Background: an optimization exercise with open tools, aiming at small area. Do not read the settings as production practice.
Function was checked by simulation only, so behaviour that the tests miss may differ from the original.
No driver is modelled on the clock port, so clocking that relies on it looks cheaper here than on a real chip.
Power figures rest on the tool's default switching activity, not on a simulated workload.

north:
==> flow/design.v (excerpt) <==
module nco(
	input clk,
	input En,
	input [19:0] FCW,
	input selXY,
	input selSign,
	output Vld,
	output [11:0] Dout
);
	wire [2:0] s;
	wire p1 = &s;
	wire [19:0] acc;
	wire sgn, dk;
	wire [1:0] q7, q8;
	wire [11:0] Xn, Yn;
	b_ctrl u_ctrl(.clk(clk), .En(En), .s(s), .Vld(Vld));
	b_acc u_acc(.clk(clk), .En(En), .p1(p1), .FCW(FCW), .acc(acc));
	b_ang u_ang(.clk(clk), .s(s), .A0({acc[18], acc[17:8]}), .sgn(sgn));
	b_lane u_lane(.clk(clk), .p1(p1), .sgn(sgn), .q(acc[19:18]), .dk(dk), .q7(q7), .q8(q8));
	b_xy u_xy(.clk(clk), .s(s), .dk(dk), .q7(q7), .IS(q8[1] ^ q8[0]), .Xn(Xn), .Yn(Yn));
	b_out u_out(.clk(clk), .p1(p1), .Xn(Xn), .Yn(Yn), .selSign(selSign), .selXY(selXY), .Dout(Dout));
endmodule
clock: 6.0 ns
lec_check: 0
abc_area: 1
cap_margin: 20
core_margin: 2
core_utilization: 40
slew_margin: 20
run.sh (not shown) runs the stock make flow with config.mk's settings and CLKGATE_MAP_FILE= SYNTH_SCRIPT=/design/flow/synth_recipe.tcl, a recipe that flattens the netlist after the stock synthesis.
## Diff of input files: south against north
Settings: setting CTS_CLUSTER_SIZE to 30 for the first time; changing CORE_UTILIZATION from 40 to 65; setting CTS_BUF_LIST to sky130_fd_sc_hd__clkbuf_4 sky130_fd_sc_hd__clkbuf_8 for the first time; setting CTS_CLUSTER_DIAMETER to 100 for the first time.
Results
- Comparing north and south, the lower post-CTS setup buffer count is on south.
- Total cell area at the placement stage in south vs north: down 120 µm²
- The width of the die number comes out higher for north vs south.
- When south is measured against north, its final worst-path cycle share turns out 0.35 points lower.
- Combinational cell fraction of total power in south is 3.0 points above north.
- Between south and north, it is south whose count of clock-buffer cells in the layout is lower, by 2.
- Compared south vs north, and highest clock frequency the design can meet is up in south.
- In south the clock share of power turned out 4.7 points lower than in north.
- On pre-CTS setup slack, south does better than north.
Input changes introduced in east (baseline for comparison: south):
Settings: CORE_UTILIZATION changed from 65 to 40.
Notes after the runs:
- For die area, dividing the value from south by the value from east gives 0.63.
- east has via count below what south had.
- Clock network fraction of total power in east is 0.3 points higher than in south
- Any difference in hold slack between south and east is small enough to ignore.
- east finished end to end and its layout was clean on timing, DRC and antenna.
- On count of clock-net buffers in the final layout, the lower figure sits with south, not east.
- Taking south as the reference point, the buffer count from post-CTS setup fixing of east rises by 2.
- Lower met3 routing resource usage after global routing goes to east over south.
- Wire length of the first global-routing pass improves in east relative to south.
- From south to east the numbers moved as follows: final instance area went up 2.2%, die extent in x climbed 26%.
The following lists how west was set up differently from east:
Settings: a deleted CTS_CLUSTER_DIAMETER that had been 100; a deleted CTS_CLUSTER_SIZE that had been 30; an added GPL_TIMING_DRIVEN of 0; a deleted CTS_BUF_LIST that had been sky130_fd_sc_hd__clkbuf_4 sky130_fd_sc_hd__clkbuf_8; a change of CORE_UTILIZATION from 40 to 65.
==> flow/flow/run.sh (new file) <==
#!/bin/bash
# Standard ORFS layout with smaller port buffers and a clock tree without dummy loads.
set -euo pipefail
bash standard.sh \
  BUFFER_PORTS_ARGS="-buffer_cell sky130_fd_sc_hd__buf_1" \
  CTS_ARGS="-sink_clustering_enable -repair_clock_nets -dont_use_dummy_load -buf_list sky130_fd_sc_hd__clkbuf_8 -sink_clustering_size 25 -sink_clustering_max_diameter 60" \
  finish > make.log 2>&1
==> flow/standard.sh (new file) <==
#!/bin/bash
# synth_recipe.tcl (not shown) runs the flow's synth.tcl, then flattens the netlist and writes it again
# the make line also repeats each setting of config.mk as NAME=value (left out here)
make -C /OpenROAD-flow-scripts/flow DESIGN_CONFIG=/design/flow/config.mk WORK_HOME=/design/flow/orfs CLKGATE_MAP_FILE= SYNTH_SCRIPT=/design/flow/synth_recipe.tcl "${@:-finish}"
removed: flow/run.sh
## What came out
- west reports a lower clock buffer count than east does.
- Total power after layout, west vs east: down by a few percent
- met3 routed wirelength, west and east, lower one = east.
diff inputs: west => middle
--- a/flow/flow/run.sh
+++ b/flow/flow/run.sh
@@ -6 +6 @@
-  CTS_ARGS="-sink_clustering_enable -repair_clock_nets -dont_use_dummy_load -buf_list sky130_fd_sc_hd__clkbuf_8 -sink_clustering_size 25 -sink_clustering_max_diameter 60" \
+  CTS_ARGS="-sink_clustering_enable -repair_clock_nets -dont_use_dummy_load -buf_list sky130_fd_sc_hd__clkbuf_8" \
==> comparison <==
middle: all stages complete, timing, DRC and antenna checks passed
As far as final standard cell utilization of the core goes, west and middle are indistinguishable; the numbers are identical.
Status: net switching power of the design parity (west, middle)
The total number of clock tree sinks of middle and that of west are within noise of each other.

========
Setup of run A:
Another version of the RTL of nco (not shown whole).
Size: about 670 cells after synthesis, about 160 flip-flops, roughly 37 I/O pins, about 7000 um^2 of cells after synthesis.
==> flow/design.v (excerpt) <==
module nco(
	input clk,
	input En,
	input [19:0] FCW,
	input selXY,
	input selSign,
	output Vld,
	output [11:0] Dout
);
	wire [2:0] s;
	wire p1 = &s;
	wire [19:0] acc;
	wire sgn, dk;
	wire [1:0] q7;
	wire IS;
	wire [11:0] Xn, Yn;
	b_ctrl u_ctrl(.clk(clk), .En(En), .s(s), .Vld(Vld));
	b_acc u_acc(.clk(clk), .En(En), .p1(p1), .FCW(FCW), .acc(acc));
	b_ang u_ang(.clk(clk), .s(s), .A0({acc[18], acc[17:8]}), .sgn(sgn));
	b_lane u_lane(.clk(clk), .p1(p1), .sgn(sgn), .q(acc[19:18]), .dk(dk), .q7(q7), .IS(IS));
	b_xy u_xy(.clk(clk), .s(s), .dk(dk), .q7(q7), .IS(IS), .Xn(Xn), .Yn(Yn));
	b_out u_out(.clk(clk), .p1(p1), .Xn(Xn), .Yn(Yn), .selSign(selSign), .selXY(selXY), .Dout(Dout));
endmodule
Settings: LEC_CHECK=0, ABC_AREA=1, CAP_MARGIN=20, CORE_MARGIN=2, CORE_UTILIZATION=75, GPL_TIMING_DRIVEN=0, SLEW_MARGIN=20; clock period 6.0 ns.
standard.sh (not shown) runs the stock make flow with config.mk's settings and CLKGATE_MAP_FILE= SYNTH_SCRIPT=/design/flow/synth_recipe.tcl, a recipe that flattens the netlist after the stock synthesis.
==> flow/flow/run.sh <==
#!/bin/bash
# Standard ORFS layout (the standard.sh) with: port buffers of buf_1, no buffer removal at
# floorplan beyond yosys/abc's own buffers, a clock tree of clkbuf_4 without dummy loads, and a
# POST_CTS hook (flow/post_cts.tcl) that upsizes any clock buffer whose sinks see too slow a slew.
# make's output goes to make.log; each ORFS step keeps its own log under orfs/logs.
set -euo pipefail
here=$(pwd)
bash standard.sh \
  BUFFER_PORTS_ARGS="-buffer_cell sky130_fd_sc_hd__buf_1" \
  CTS_ARGS="-sink_clustering_enable -repair_clock_nets -dont_use_dummy_load -buf_list sky130_fd_sc_hd__clkbuf_4" \
  POST_CTS_TCL="$here/flow/post_cts.tcl" \
  REMOVE_ABC_BUFFERS=1 \
  finish > make.log 2>&1
==> flow/flow/post_cts.tcl <==
estimate_parasitics -placement
set my_upsized 0
foreach inst [get_cells -filter "ref_name == sky130_fd_sc_hd__clkbuf_4"] {
  set outp [get_pins -of_objects $inst -filter "direction == output"]
  set worst 0
  foreach p [get_pins -of_objects [get_nets -of_objects $outp] -filter "direction == input"] {
    set s [get_property $p slew_max]
    if {$s > $worst} { set worst $s }
  }
  if {$worst > 0.115} {
    puts "post_cts: [get_property $inst name] load slew $worst, upsized to clkbuf_8"
    replace_cell $inst sky130_fd_sc_hd__clkbuf_8
    incr my_upsized
  }
}
if {$my_upsized > 0} {
  detailed_placement
  check_placement -verbose
  estimate_parasitics -placement
}
Run A completed end to end; final checks failed (setup timing).
Inputs modified between run A and run B:
==> flow/flow/run.sh <==
#!/bin/bash
# Standard ORFS layout with smaller port buffers and a clock tree without dummy loads.
set -euo pipefail
bash standard.sh \
  BUFFER_PORTS_ARGS="-buffer_cell sky130_fd_sc_hd__buf_1" \
  CTS_ARGS="-sink_clustering_enable -repair_clock_nets -dont_use_dummy_load -buf_list sky130_fd_sc_hd__clkbuf_8" \
  REMOVE_ABC_BUFFERS=1 \
  finish > make.log 2>&1
-- flow/config.mk --
<<< run A, line 9
export CAP_MARGIN = 20
export CORE_MARGIN = 2
export CORE_UTILIZATION = 75
export GPL_TIMING_DRIVEN = 0
export SLEW_MARGIN = 20
>>> run B, line 9
export CAP_MARGIN = 20
export CORE_MARGIN = 2
export CORE_UTILIZATION = 65
export GPL_TIMING_DRIVEN = 0
export SLEW_MARGIN = 20
removed: flow/flow/post_cts.tcl
==> comparison <==
Run B: flow completed, timing, DRC and antenna clean. Delta (run B minus run A): worst setup slack saw an increase; sequential share of power saw little to no change. The final sum of negative setup slack of run B and that of run A are within noise of each other. Sort run A and run B by die area, descending, and run B comes first. Taking run A as the reference, in run B non-clock buffer count went up; global-route usage fell 5.0 points.
Relative to run B, the following input files were edited for run C:
==> flow/flow/run.sh <==
#!/bin/bash
# Standard ORFS layout with smaller port buffers and a clock tree without dummy loads.
set -euo pipefail
bash standard.sh \
  BUFFER_PORTS_ARGS="-buffer_cell sky130_fd_sc_hd__buf_1" \
  CTS_ARGS="-sink_clustering_enable -repair_clock_nets -dont_use_dummy_load -buf_list sky130_fd_sc_hd__clkbuf_8" \
  finish > make.log 2>&1
## What came out
[flow] run C | stages: complete | final checks: fail | reason: setup timing
Run C: net switching share of the total power 0.53 points above run B
Comparing run B against run C, there is no change at all in count of non-CTS inverters in the layout.
Diff run B..run C | number of H-tree levels | unchanged
Sort run B and run C by post-CTS resize count, ascending, and run C comes first.

========
oak:
The RTL this note starts from:
==> flow/design.v <==
module rca #(parameter W = 12) (
	input  [W-1:0] a,
	input  [W-1:0] b,
	input          ci,
	output [W-1:0] s
);
	wire [W:0] c;
	assign c[0] = ci;
	genvar i;
	generate
		for (i = 0; i < W; i = i + 1) begin : g
			assign s[i] = a[i] ^ b[i] ^ c[i];
			assign c[i+1] = (a[i] & b[i]) | (c[i] & (a[i] ^ b[i]));
		end
	endgenerate
endmodule
module b_ctrl(input clk, input En, output reg [2:0] t, output Vld);
	reg [3:0] f;
	wire p1 = (t == 3'd6);
	always @(posedge clk) begin
		if (!En) begin
			t <= 3'd5;
			f <= 4'd0;
		end else begin
			t <= p1 ? 3'd0 : t + 3'd1;
			if (p1 && !(f[3] & f[0])) f <= f + 4'd1;
		end
	end
	assign Vld = p1 & f[3] & f[0];
endmodule
module b_acc(input clk, input En, input p1, input [19:0] FCW, output reg [19:0] acc);
	reg c10;
	wire [19:0] b = FCW & {20{p1}};
	wire [9:0] lo;
	wire [9:0] hi;
	wire [10:0] cl;
	wire [10:0] ch;
	assign cl[0] = 1'b0;
	assign ch[0] = c10;
	genvar i;
	generate
		for (i = 0; i < 10; i = i + 1) begin : g
			assign lo[i] = acc[i] ^ b[i] ^ cl[i];
			assign cl[i+1] = (acc[i] & b[i]) | (cl[i] & (acc[i] ^ b[i]));
			assign hi[i] = acc[i+10] ^ b[i+10] ^ ch[i];
			assign ch[i+1] = (acc[i+10] & b[i+10]) | (ch[i] & (acc[i+10] ^ b[i+10]));
		end
	endgenerate
	always @(posedge clk) begin
		acc <= {hi, lo} & {20{En}};
		c10 <= cl[10];
	end
endmodule
module b_ang(input clk, input [2:0] t, input [10:0] A0, output sgn);
	reg signed [10:0] A;
	reg [8:0] at;
	wire p1 = (t == 3'd6);
	always @* begin
		case (t)
			3'd0: at = 9'd301;
			3'd1: at = 9'd159;
			3'd2: at = 9'd80;
			3'd3: at = 9'd40;
			3'd4: at = 9'd19;
			default: at = 9'd9;
		endcase
	end
	wire signed [10:0] Ab = p1 ? A0 : A;
	wire signed [10:0] Ac = p1 ? 11'sd511 : {2'b00, at};
	wire [10:0] An;
	rca #(11) u_a (.a(Ab), .b(Ac ^ {11{~Ab[10]}}), .ci(~Ab[10]), .s(An));
	always @(posedge clk) A <= An;
	assign sgn = A[10];
endmodule
module b_lane(input clk, input p1, input sgn, input [1:0] q, output dk, output [1:0] q7, output IS);
	reg [55:0] L;
	always @(posedge clk) L <= {L[54:0], sgn};
	reg [1:0] Q [0:7];
	reg ISr;
	integer j;
	always @(posedge clk) if (p1) begin
		Q[0] <= q;
		for (j = 1; j < 8; j = j + 1) Q[j] <= Q[j-1];
		ISr <= Q[7][1] ^ Q[7][0];
	end
	assign dk = L[55];
	assign q7 = Q[7];
	assign IS = ISr;
endmodule
module b_shr(input [11:0] v, input [2:0] t, output [11:0] o, output st);
	wire [11:0] w = {v[11], v[11:1]};
	wire [11:0] a = t[0] ? {w[11], w[11:1]} : w;
	wire [11:0] b = t[1] ? {{2{a[11]}}, a[11:2]} : a;
	assign o = t[2] ? {{4{b[11]}}, b[11:4]} : b;
	assign st = v[0] | (t[0] & w[0]) | (t[1] & (a[1] | a[0])) | (t[2] & (|b[3:0]));
endmodule
module b_xy(input clk, input [2:0] t, input dk, input [1:0] q7, input IS, output [11:0] Xn, output [11:0] Yn);
	reg [11:0] NX, NY;
	wire [11:0] X = ~NX;
	wire [11:0] Y = ~NY;
	wire [11:0] Xs, Ys;
	wire stX, stY;
	b_shr u_sx(.v(X), .t(t), .o(Xs), .st(stX));
	b_shr u_sy(.v(Y), .t(t), .o(Ys), .st(stY));
	rca #(12) u_x (.a(X), .b(Ys ^ {12{~dk}}), .ci(~dk ^ (IS & stY)), .s(Xn));
	rca #(12) u_y (.a(Y), .b(Xs ^ {12{dk}}), .ci(dk ^ (IS & stX)), .s(Yn));
	wire nx = q7[0] ^ q7[1];
	wire ny = q7[1];
	wire [11:0] X1 = nx ? 12'hB26 : 12'h4DA;
	wire [11:0] Y1 = ny ? 12'hB26 : 12'h4DA;
	always @(posedge clk) begin
		if (t == 3'd6) begin NX <= ~X1; NY <= ~Y1; end
		else begin NX <= ~Xn; NY <= ~Yn; end
	end
endmodule
module b_out(input clk, input p1, input [11:0] Xn, input [11:0] Yn, input selSign, input selXY, output [11:0] Dout);
	reg [11:0] NXo, NYo;
	always @(posedge clk) if (p1) begin
		NXo <= ~(Xn ^ {selSign, 11'd0});
		NYo <= ~(Yn ^ {selSign, 11'd0});
	end
	assign Dout = ~(selXY ? NXo : NYo);
endmodule
module nco(
	input clk,
	input En,
	input [19:0] FCW,
	input selXY,
	input selSign,
	output Vld,
	output [11:0] Dout
);
	wire [2:0] t;
	wire p1 = (t == 3'd6);
	wire [19:0] acc;
	wire sgn, dk;
	wire [1:0] q7;
	wire IS;
	wire [11:0] Xn, Yn;
	b_ctrl u_ctrl(.clk(clk), .En(En), .t(t), .Vld(Vld));
	b_acc u_acc(.clk(clk), .En(En), .p1(p1), .FCW(FCW), .acc(acc));
	b_ang u_ang(.clk(clk), .t(t), .A0({acc[18], acc[17:8]}), .sgn(sgn));
	b_lane u_lane(.clk(clk), .p1(p1), .sgn(sgn), .q(acc[19:18]), .dk(dk), .q7(q7), .IS(IS));
	b_xy u_xy(.clk(clk), .t(t), .dk(dk), .q7(q7), .IS(IS), .Xn(Xn), .Yn(Yn));
	b_out u_out(.clk(clk), .p1(p1), .Xn(Xn), .Yn(Yn), .selSign(selSign), .selXY(selXY), .Dout(Dout));
endmodule
export LEC_CHECK = 0
export ABC_AREA = 1
export CAP_MARGIN = 20
export CORE_MARGIN = 2
export CORE_UTILIZATION = 55
export GPL_TIMING_DRIVEN = 0
export SLEW_MARGIN = 20
create_clock -name core_clock -period 6.0 [get_ports {clk}]
==> flow/flow/run.sh <==
#!/bin/bash
# Standard ORFS layout (the standard.sh) with: port buffers of buf_1, no buffer removal at
# floorplan beyond yosys/abc's own buffers, a clock tree of clkbuf_4 without dummy loads, and a
# POST_CTS hook (flow/post_cts.tcl) that upsizes any clock buffer whose sinks see too slow a slew.
# make's output goes to make.log; each ORFS step keeps its own log under orfs/logs.
set -euo pipefail
here=$(pwd)
bash standard.sh \
  BUFFER_PORTS_ARGS="-buffer_cell sky130_fd_sc_hd__buf_1" \
  CTS_ARGS="-sink_clustering_enable -repair_clock_nets -dont_use_dummy_load -buf_list sky130_fd_sc_hd__clkbuf_4" \
  POST_CTS_TCL="$here/flow/post_cts.tcl" \
  REMOVE_ABC_BUFFERS=1 \
  finish > make.log 2>&1
==> flow/flow/post_cts.tcl <==
estimate_parasitics -placement
set my_upsized 0
foreach inst [get_cells -filter "ref_name == sky130_fd_sc_hd__clkbuf_4"] {
  set outp [get_pins -of_objects $inst -filter "direction == output"]
  set worst 0
  foreach p [get_pins -of_objects [get_nets -of_objects $outp] -filter "direction == input"] {
    set s [get_property $p slew_max]
    if {$s > $worst} { set worst $s }
  }
  if {$worst > 0.115} {
    puts "post_cts: [get_property $inst name] load slew $worst, upsized to clkbuf_8"
    replace_cell $inst sky130_fd_sc_hd__clkbuf_8
    incr my_upsized
  }
}
if {$my_upsized > 0} {
  detailed_placement
  check_placement -verbose
  estimate_parasitics -placement
}
> inputs changed (oak -> pine)
- CORE_UTILIZATION now 65, was 55
Notes after the runs:
Looking at the reports, oak completed the entire flow and the layout it produced met the timing, DRC and antenna checks. pine finished all stages; the layout is clean. In the final design statistics, pine uses fewer standard cells in total than oak. oak → pine: source-to-sink clock delay at the later pin of the worst-skew pair higher, total non-filler cell area in the finished layout lower, critical path depth in cells higher, routed length on met1 lower, minimum clock period higher. As far as residual antenna-violating net count after detailed routing goes, pine and oak are indistinguishable; the numbers are identical. Share of the clock period used by the worst path: pine > oak.
For birch, these inputs were changed with respect to pine:
- changing CORE_UTILIZATION from 65 to 70
Notes after the runs:
Status | pine and birch | clean
Taking pine over birch, the standard cell core area ratio works out to 1.07.
birch vs pine, origin of the worst setup path: u_ctrl.t[0] vs u_ctrl.t[1]
First-pass GRT wire length: birch vs pine up 76 um
Diff birch..pine | post-synthesis average cell area | negligible
Row portion of total power attributed to combinational logic: birch higher / pine lower

afterwards: timing with drivers on the ports:
The results above use ideal ports. As a check the final layouts listed here were re-extracted and re-timed, cells and wires unchanged. Step 1: set_driving_cell puts a clkbuf_16 on clk and a buf_2 on each other input, an assumption about the parent block. Step 2 times the ports against the registers' clock, not the clock port: input delays grow and output delays shrink by t, the midpoint of the rising clock arrivals with the driver on. Slacks: no drivers / after step 1 / after step 2; pairs: no drivers / after step 1.
run	t, ns	slack for setup (ns)	worst hold slack (ns)	worst setup path at the end
north	0.458	0.197 / 0.197 / 0.197	0.322 / 0.322 / 0.322	register to register
south	0.493	0.218 / 0.218 / 0.159	0.325 / 0.325 / 0.325	input to register
east	0.485	0.174 / 0.174 / 0.174	0.326 / 0.326 / 0.326	register to register
west	0.475	0.098 / 0.098 / 0.098	0.315 / 0.315 / 0.315	register to register
middle	0.475	0.098 / 0.098 / 0.098	0.315 / 0.315 / 0.315	register to register
run A	0.441	-0.002 / -0.002 / -0.002	0.290 / 0.290 / 0.290	register to register
run B	0.478	0.178 / 0.178 / 0.178	0.318 / 0.318 / 0.318	register to register
run C	0.469	-0.034 / -0.034 / -0.034	0.317 / 0.317 / 0.317	register to register
oak	0.441	0.238 / 0.238 / 0.238	0.308 / 0.308 / 0.308	register to register
pine	0.450	0.095 / 0.095 / 0.095	0.308 / 0.308 / 0.308	register to register
birch	0.449	0.153 / 0.153 / 0.153	0.314 / 0.314 / 0.314	register to register
For south, which loses most, drivers alone change the setup slack by 0.000 ns; drivers and shift together by -0.059 ns.
